This is an optimization exercise on Yosys and OpenROAD, whose aim is small area, not a production implementation.
In this exercise RTL edits were held to simulation tests only and were not proved equivalent to the original.
Power and IR drop assume default switching activity.

==> flow/design.v <==
module rca #(parameter W = 8) (
    input  [W-1:0] a, b,
    input          ci,
    output [W-1:0] s
);
wire [W:0] c;
assign c[0] = ci;
genvar i;
generate for (i = 0; i < W; i = i + 1) begin : g
    assign s[i]   = a[i] ^ b[i] ^ c[i];
    assign c[i+1] = (a[i] & b[i]) | (c[i] & (a[i] ^ b[i]));
end endgenerate
endmodule
module dct_1d (
    input  [9:0]  x0, x1, x2, x3, x4, x5, x6, x7,
    input         row,
    output [11:0] yc0, yc1, yc2, yc3, yc4, yc5, yc6, yc7,
    output [9:0]  yr0, yr1, yr2, yr3, yr4, yr5, yr6, yr7
);
localparam N = 10;
localparam W = 14;
wire [N:0] v0, v1, v2, v3, v4, v5, v6, v7;
rca #(N+1) a0 ({x0[N-1], x0}, { x7[N-1],  x7}, 1'b0, v0);
rca #(N+1) a1 ({x1[N-1], x1}, { x6[N-1],  x6}, 1'b0, v1);
rca #(N+1) a2 ({x2[N-1], x2}, { x5[N-1],  x5}, 1'b0, v2);
rca #(N+1) a3 ({x3[N-1], x3}, { x4[N-1],  x4}, 1'b0, v3);
rca #(N+1) a4 ({x3[N-1], x3}, ~{x4[N-1], x4}, 1'b1, v4);
rca #(N+1) a5 ({x2[N-1], x2}, ~{x5[N-1], x5}, 1'b1, v5);
rca #(N+1) a6 ({x1[N-1], x1}, ~{x6[N-1], x6}, 1'b1, v6);
rca #(N+1) a7 ({x0[N-1], x0}, ~{x7[N-1], x7}, 1'b1, v7);
wire [N+1:0] v8, v9, v10, v11, t, vv13, v14;
rca #(N+2) b8  ({v0[N], v0}, { v3[N], v3}, 1'b0, v8);
rca #(N+2) b9  ({v1[N], v1}, { v2[N], v2}, 1'b0, v9);
rca #(N+2) b10 ({v1[N], v1}, ~{v2[N], v2}, 1'b1, v10);
rca #(N+2) b11 ({v0[N], v0}, ~{v3[N], v3}, 1'b1, v11);
rca #(N+2) b12 ({v4[N], v4}, { v5[N], v5}, 1'b0, t);
rca #(N+2) b13 ({v5[N], v5}, { v6[N], v6}, 1'b0, vv13);
rca #(N+2) b14 ({v6[N], v6}, { v7[N], v7}, 1'b0, v14);
wire [N+2:0] v15, v16, vv17, vv18;
rca #(N+3) c15 ({v8[N+1],  v8},  { v9[N+1], v9},  1'b0, v15);
rca #(N+3) c16 ({v8[N+1],  v8},  ~{v9[N+1], v9},  1'b1, v16);
rca #(N+3) c17 ({v10[N+1], v10}, { v11[N+1], v11}, 1'b0, vv17);
rca #(N+3) c18 ({v14[N+1], v14}, ~{t[N+1], t},    1'b1, vv18);
wire [N+2:0] s13;
rca #(N+3) d13 ({vv13[N+1], vv13}, {{2{vv13[N+1]}}, vv13[N+1:1]}, 1'b0, s13);
wire [W-1:0] v13 = {{2{s13[N+2]}}, s13[N+2:1]};
wire [W-1:0] e17 = {vv17[N+2], vv17};
wire [W-1:0] m17;
rca #(W-1) d17 (e17[W-1:1], e17[W-2:0], 1'b0, m17[W-1:1]);
assign m17[0] = e17[0];
wire s17 = row ? m17[W-3] : m17[W-1];
wire t17 = row ? m17[W-3] : m17[W-2];
wire [W-1:0] v17 = {{3{s17}}, t17, m17[W-3:2]};
wire [W-1:0] e18 = {vv18[N+2], vv18};
wire [W-1:0] m18;
rca #(W-1) d18 (e18[W-1:1], e18[W-2:0], 1'b0, m18[W-1:1]);
assign m18[0] = e18[0];
wire s18 = row ? m18[W-3] : m18[W-1];
wire t18 = row ? m18[W-3] : m18[W-2];
wire [W-1:0] v18 = {{4{s18}}, t18, m18[W-3:3]};
wire [W-1:0] th = {{3{t[N+1]}}, t[N+1:1]};
wire [W-1:0] v19;
rca #(W) d19 (th, ~v18, 1'b1, v19);
wire [W-1:0] e14 = {{2{v14[N+1]}}, v14};
wire [W-3:0] p20, q20;
rca #(W-2) d20a (e14[W-3:0], e14[W-1:2], 1'b0, p20);
rca #(W-2) d20b (p20, ~v18[W-3:0], 1'b1, q20);
wire s20 = row ? q20[W-5] : q20[W-3];
wire t20 = row ? q20[W-5] : q20[W-4];
wire [W-1:0] v20 = {{3{s20}}, t20, q20[W-5:0]};
wire [W-1:0] e11 = {{2{v11[N+1]}}, v11};
wire [W-1:0] e7  = {{3{v7[N]}}, v7};
wire [W-1:0] v21, v22, v23, v24;
rca #(W) f21 (v17, e11, 1'b0, v21);
rca #(W) f22 (e11, ~v17, 1'b1, v22);
rca #(W) f23 (v13, e7, 1'b0, v23);
rca #(W) f24 (e7, ~v13, 1'b1, v24);
wire [W-1:0] v25, v26, v27, v28;
rca #(W) g25 (v19, v24, 1'b0, v25);
rca #(W) g26 (v23, v20, 1'b0, v26);
rca #(W) g27 (v23, ~v20, 1'b1, v27);
rca #(W) g28 (v24, ~v19, 1'b1, v28);
wire [W-1:0] m3, m4, m5, m6, m7;
rca #(W-2) h3 (v28[W-1:2], v28[W-3:0], 1'b0, m3[W-1:2]);
assign m3[1:0] = v28[1:0];
wire [W-1:0] e16 = {v16[N+2], v16};
rca #(W-1) h4 (e16[W-1:1], e16[W-2:0], 1'b0, m4[W-1:1]);
assign m4[0] = e16[0];
rca #(W) h5 ({v25[W-4:0], 3'b000}, ~v25, 1'b1, m5);
rca #(W-2) h6 (v22[W-1:2], v22[W-3:0], 1'b0, m6[W-1:2]);
assign m6[1:0] = v22[1:0];
rca #(W-2) h7 (v27[W-1:2], v27[W-3:0], 1'b0, m7[W-1:2]);
assign m7[1:0] = v27[1:0];
assign yc0 = v15[12:1];
assign yc1 = {v26[13], v26[11:1]};
assign yc2 = {v21[13], v21[11:1]};
assign yc3 = {m3[13], m3[13:3]};
assign yc4 = {m4[13], m4[12:2]};
assign yc5 = {m5[13], m5[13:3]};
assign yc6 = {m6[13], m6[12:2]};
assign yc7 = {m7[13], m7[11:1]};
assign yr0 = v15[10:1];
assign yr1 = {v26[11], v26[9:1]};
assign yr2 = {v21[11], v21[9:1]};
assign yr3 = {m3[11], m3[11:3]};
assign yr4 = {m4[11], m4[10:2]};
assign yr5 = {m5[11], m5[11:3]};
assign yr6 = {m6[11], m6[10:2]};
assign yr7 = {m7[11], m7[9:1]};
endmodule
module dct_top(
    output [11:0] dct_data_out,
    input  [7:0]  dct_data_in,
    input  clk, rst, enb
);
localparam NP = 91;             
reg  [7:0]  P [0:NP-1];
reg  [11:0] B [0:55];           
reg  [9:0]  T [56:63];          
reg  [5:0]  ph;
reg conv;       
reg row_ins;    
reg row0;       
reg late;       
wire [5:0] phn = rst ? 6'd0 : enb ? ph + 6'd1 : ph;
wire convn = (phn >= 6'd18) && (phn <= 6'd25);
function [9:0] px(input [7:0] p);
    px = {{2{p[7]}}, p};
endfunction
wire [9:0] x0 = conv ? B[0][9:0]  : px(late ? P[90] : P[89]);
wire [9:0] x1 = conv ? B[8][9:0]  : px(late ? P[89] : P[88]);
wire [9:0] x2 = conv ? B[16][9:0] : px(late ? P[88] : P[87]);
wire [9:0] x3 = conv ? B[24][9:0] : px(late ? P[87] : P[86]);
wire [9:0] x4 = conv ? B[32][9:0] : px(late ? P[86] : P[85]);
wire [9:0] x5 = conv ? B[40][9:0] : px(late ? P[85] : P[84]);
wire [9:0] x6 = conv ? B[48][9:0] : px(late ? P[84] : P[83]);
wire [9:0] x7 = conv ? T[56]      : px(late ? P[83] : P[82]);
wire [11:0] c0, c1, c2, c3, c4, c5, c6, c7;
wire [9:0]  r0, r1, r2, r3, r4, r5, r6, r7;
dct_1d BF (
    .x0(x0), .x1(x1), .x2(x2), .x3(x3), .x4(x4), .x5(x5), .x6(x6), .x7(x7),
    .row(!conv),
    .yc0(c0), .yc1(c1), .yc2(c2), .yc3(c3), .yc4(c4), .yc5(c5), .yc6(c6), .yc7(c7),
    .yr0(r0), .yr1(r1), .yr2(r2), .yr3(r3), .yr4(r4), .yr5(r5), .yr6(r6), .yr7(r7));
assign dct_data_out = conv ? c0 : B[0];
integer i;
always @(posedge clk) begin
    ph      <= phn;
    conv    <= convn;
    row_ins <= (phn[2:0] == 3'd1) && !convn;
    row0    <= (phn == 6'd26);
    late    <= phn[1];
    if (rst) P[0] <= 8'd0;
    else P[0] <= dct_data_in;
    for (i = 1; i < NP; i = i + 1) P[i] <= P[i-1];
    for (i = 0; i < 55; i = i + 1) B[i] <= B[i+1];
    B[55] <= {2'b00, T[56]};
    for (i = 56; i < 63; i = i + 1) T[i] <= T[i+1];
    T[63] <= r7;
    if (conv) begin
        B[7]  <= c1;
        B[15] <= c2;
        B[23] <= c3;
        B[31] <= c4;
        B[39] <= c5;
        B[47] <= c6;
        B[55] <= c7;
    end
    if (row_ins) begin
        T[56] <= r0; T[57] <= r1; T[58] <= r2; T[59] <= r3;
        T[60] <= r4; T[61] <= r5; T[62] <= r6;
    end
    if (row0) begin
        B[55] <= {2'b00, r0};
        T[56] <= r1; T[57] <= r2; T[58] <= r3; T[59] <= r4;
        T[60] <= r5; T[61] <= r6; T[62] <= r7;
    end
end
endmodule
Settings: LEC_CHECK=0, CAP_MARGIN=20, CORE_MARGIN=2, CORE_UTILIZATION=40, CTS_CLUSTER_DIAMETER=100, CTS_CLUSTER_SIZE=28, SLEW_MARGIN=20; clock period 12.0 ns.
standard.sh (not shown) runs the stock make flow with config.mk's settings and CLKGATE_MAP_FILE= SYNTH_SCRIPT=/design/flow/synth_recipe.tcl, a recipe that flattens the netlist after the stock synthesis.
==> flow/flow/run.sh <==
#!/bin/bash
cp standard.sh standard_sh.log
cp config.mk config_mk.log
export CTS_ARGS="-sink_clustering_enable -repair_clock_nets -dont_use_dummy_load -sink_clustering_size 28 -sink_clustering_max_diameter 100"
bash standard.sh > standard_run.log 2>&1
The starting point finished with timing, DRC and antenna clean.
Next try:
==> flow/run.sh (new file) <==
#!/bin/bash
# synth_recipe.tcl (not shown) runs the flow's synth.tcl, then flattens the netlist and writes it again
# the make line also repeats each setting of config.mk as NAME=value (left out here)
make -C /OpenROAD-flow-scripts/flow DESIGN_CONFIG=/design/flow/config.mk WORK_HOME=/design/flow/orfs CLKGATE_MAP_FILE= SYNTH_SCRIPT=/design/flow/synth_recipe.tcl finish
removed: flow/flow/run.sh
removed: flow/standard.sh
The new run went through all stages and came out clean.
Routed wire length grows by 0.38%.
Cell area increases by 0.84%.
Utilization rose by 0.37 points.
Worst hold slack improves by 0.043 ns.
Setup slack improves by 0.0083 ns.
Sequential share of layout area fell by 0.52 points.
Power increases by 2.8%.


dct_top, a different RTL version from the one above (not shown whole).
For scale: roughly 2900 cells after synthesis, about 1500 flip-flops, roughly 43000 um^2 of cells after synthesis.
clock: 12.0 ns
lec_check: 0
cap_margin: 20
core_margin: 2
core_utilization: 60
slew_margin: 20
==> flow/flow/run.sh <==
#!/bin/bash
# The standard layout (standard.sh, unchanged synthesis), with two
# settings passed to ORFS through the environment:
#  - clock tree: clusters of at most 18 flip-flops within 60 um, each driven
#    by a clkbuf_8, and no dummy loads added for level balancing;
#  - port buffers: the smallest buffer, buf_1, on every input and output.
# Each tool's output is in the ORFS logs under orfs/logs; the make output is
# in standard_run.log.
set -euo pipefail
export CTS_ARGS="-sink_clustering_enable -repair_clock_nets -dont_use_dummy_load -sink_clustering_size 18 -sink_clustering_max_diameter 60 -buf_list sky130_fd_sc_hd__clkbuf_8"
export BUFFER_PORTS_ARGS="-buffer_cell sky130_fd_sc_hd__buf_1"
bash standard.sh > standard_run.log 2>&1
The starting point completed with no timing, DRC or antenna violations.
==> next run, changes <==
==> flow/run.sh (new file) <==
#!/bin/bash
# synth_recipe.tcl (not shown) runs the flow's synth.tcl, then flattens the netlist and writes it again
# the make line also repeats each setting of config.mk as NAME=value (left out here)
make -C /OpenROAD-flow-scripts/flow DESIGN_CONFIG=/design/flow/config.mk WORK_HOME=/design/flow/orfs CLKGATE_MAP_FILE= SYNTH_SCRIPT=/design/flow/synth_recipe.tcl finish
--- a/flow/config.mk
+++ b/flow/config.mk
@@ -10 +10,3 @@
-export CORE_UTILIZATION = 60
+export CORE_UTILIZATION = 40
+export CTS_CLUSTER_DIAMETER = 100
+export CTS_CLUSTER_SIZE = 28
removed: flow/flow/run.sh
removed: flow/standard.sh
- utilization falls by 20 points
- count of clock-buffer cells in the layout came out lower by 37
- total power went up by 4.0%
- sequential power is about the same
- wire length falls by about 7%
- register-to-register slack improves by 0.12 ns
- synthesized area does not change
- sequential share of layout area decreases by 1.5 points
- final area grows by about 2.3%
- final cell count increases by 11%
- synthesized cell count stays the same

## separate check: timing with driven ports
In the flow no input, the clock included, has a driving cell. The finished layouts below were timed again as built, in two steps.
Step 1 assumes that a clkbuf_16 drives the clock port and a buf_2 every other input.
Step 2 moves the port delays by t, midway between the first and last clock arrival at a register: inputs arrive t later, outputs are due t later. That takes back most of the time a late clock gives input paths.
Three values: no drivers, after step 1, after step 2; two values: the first two.
run | shift t [ns] | setup WS [ns] | worst register clock-pin slew, ns
the first run of note 1 | 0.703 | 0.380 / 0.380 / 0.380 | 0.11 / 0.11
the second run of note 1 | 0.734 | 0.388 / 0.388 / 0.388 | 0.11 / 0.11
the first run of note 2 | 0.740 | 0.370 / 0.370 / 0.370 | 0.11 / 0.11
the second run of note 2 | 0.758 | 0.486 / 0.486 / 0.486 | 0.11 / 0.11
After both steps every run listed still meets setup and hold.
